From an optimization exercise on the open Yosys and OpenROAD flow, aimed at small area and a short achievable clock period; shortcuts taken in it are not production practice.
Function was checked by simulation only, so behaviour that the tests miss may differ from the original.
Power is estimated from default activity; no workload was simulated.

v6:
==> flow/design.v (excerpt) <==
module hybrid_pwm_sd_2ndorder #(parameter signalwidth=16)
(
	input clk,
	input reset_n,
	input [signalwidth-1:0] d,
	output q
);
reg [4:0]  pc;        
reg        q_r;       
reg [22:0] w;         
reg [17:0] p;
reg [17:0] r;
reg        m;         
reg        c16_r;     
reg [15:0] dreg;      
reg [6:0]  th;        
reg [10:0] ep;        
reg        f31, f0, f1, f2, f3, f5, f7, f8;    
wire c16;
carry16 u_c16 (.a(p[15:0]), .b(d), .c(c16));
wire [17:0] b_oth = ({18{f2}} & {2'b0, dreg})
                  | ({18{f3 | f5}} & ({7'b0, ep} ^ {18{f3}}))
                  | ({18{f7}} & {2'b0, r[17:2]})
                  | ({18{f8}} & ~{2'b0, p[17:2]});
wire [7:0] wu;
wire [17:0] b_op = f31 ? ~{1'b0, wu, w[15:7]} : b_oth;
wire cin = f3 | f7 | (f31 & (q_r | ~&w[6:0])) | (f8 & ~|p[1:0]);
wire [17:0] sum;
wire [17:0] sa_p = p ^ b_op;
wire [17:0] sa_g = p & b_op;
wire sa_g1 = sa_g[0] | (sa_p[0] & cin);
wire sa_p1 = sa_p[0] & 1'b0;
wire sa_g2 = sa_g[2] | (sa_p[2] & sa_g[1]);
wire sa_p2 = sa_p[2] & sa_p[1];
wire sa_g3 = sa_g[4] | (sa_p[4] & sa_g[3]);
wire sa_p3 = sa_p[4] & sa_p[3];
  ...
export LEC_CHECK = 0
export ABC_AREA = 1
export CAP_MARGIN = 20
export CORE_MARGIN = 2
export CORE_UTILIZATION = 40
export CTS_BUF_LIST = sky130_fd_sc_hd__clkbuf_8
export SLEW_MARGIN = 20
export SYNTH_HIERARCHICAL = 1
create_clock -name core_clock -period 11.0 [get_ports {clk}]
standard.sh (not shown) runs the stock make flow with config.mk's settings and CLKGATE_MAP_FILE= SYNTH_SCRIPT=/design/flow/synth_recipe.tcl, a recipe that flattens the netlist after the stock synthesis.
==> flow/flow/run.sh <==
#!/bin/bash
# Standard ORFS layout (standard.sh) with three changes: timing repair is
# asked to leave extra setup margin so that the layout runs well faster than
# the clock, the ports get small buffers, and adders are left to ABC instead
# of being mapped to full/half-adder cells (registers are unchanged).
set -euo pipefail
bash standard.sh SETUP_SLACK_MARGIN=8.3 "BUFFER_PORTS_ARGS=-buffer_cell sky130_fd_sc_hd__buf_2" ADDER_MAP_FILE= finish > flow_make.log 2>&1
Input-level comparison between v7 and v6:
--- a/flow/design.v
+++ b/flow/design.v
@@ -1,18 +1,19 @@
 module hybrid_pwm_sd_2ndorder #(parameter signalwidth=16)
 (
 	input clk,
 	input reset_n,
 	input [signalwidth-1:0] d,
 	output q
 );
 reg [4:0]  pc;        
 reg        q_r;       
+reg        q_o;       
 reg [22:0] w;         
 reg [17:0] p;
 reg [17:0] r;
 reg        m;         
 reg        c16_r;     
 reg [15:0] dreg;      
 reg [6:0]  th;        
 reg [10:0] ep;        
 reg        f31, f0, f1, f2, f3, f5, f7, f8;    
@@ -194,41 +195,43 @@
 	c16_r <= c16;
 	if (f0)
 		dreg <= d;
 end
 always @(posedge clk)
 begin
 	if (!reset_n) begin
 		pc   <= 5'd30;
 		q_r  <= 1'b0;
+		q_o  <= 1'b1;
 		w    <= 23'h7f0000;
 		p    <= 18'h2fffd;
 		r    <= 18'h18000;
 		m    <= 1'b1;
 		th   <= 7'd0;
 		ep   <= 11'd0;
 		{f31, f0, f1, f2, f3, f5, f7, f8} <= 8'b00000000;
 	end else begin
 		pc  <= pc_next;
 		q_r <= q_next;
+		q_o <= q_next;
 		w   <= w_next;
 		p   <= r;
 		r   <= sum;
 		{f31, f0, f1, f2, f3, f5, f7, f8} <= {pc == 5'd30, f31, f0, f1, f2, pc == 5'd4, pc == 5'd6, f7};
 		if (f1)
 			m <= m_new;
 		if (f31)
 			th <= sum[17:11];
 		if (f3)
 			ep <= p[10:0];
 	end
 end
-assign q = q_r;
+assign q = q_o;
 endmodule
 module carry16 (input [15:0] a, input [15:0] b, output c);
 wire [15:0] g0 = a & b;
 wire [15:0] p0 = a | b;
 wire [7:0] g1, p1;
 wire [3:0] g2, p2;
 wire [1:0] g3, p3;
 genvar i;
 generate
--- outcome ---
- Post-layout instance area across v6 and v7: no real change.
- Diff v6 and v7: final cell count lower in v6
- Diff v6 -> v7 | via count of the first global-routing pass | increase of about 0.7%
- Half-perimeter wire length after placement (lower): v6
- The clock group share of total power number comes out higher for v6 vs v7.
- v6 leaves less setup margin than v7.
- The first element of the critical path comes out q_r in one run and q_o in the other, namely in v6 and v7 respectively.
- Taking v7 over v6, the depth of the most critical reg-to-reg path ratio works out to 0.889.

## port drivers added, routing unchanged
In the flow no input, the clock included, has a driving cell. The finished layouts below were timed again as built, in two steps. Step 1 sets driving cells, clkbuf_16 on the clock port and buf_2 on the other inputs (assumed; they add their load-dependent delay and slew). Step 2 times the ports against the registers' clock, not the clock port: input delays grow and output delays shrink by t, the midpoint of the rising clock arrivals with the driver on. a / b / c = no drivers / after step 1 / after step 2; a / b = the first two.
| run | t (ns) | slack for setup (ns) | worst setup path after step 2 | slew at the worst register clock pin (ns) |
|---|---|---|---|---|
| v6 | 0.429 | 7.912 / 7.873 / 7.621 | input to register | 0.11 / 0.11 |
| v7 | 0.421 | 7.969 / 7.930 / 7.571 | input to register | 0.10 / 0.10 |
After both steps setup and hold are still met in every run listed. For v7, which loses most, drivers alone change the setup slack by -0.039 ns; drivers and shift together by -0.398 ns.
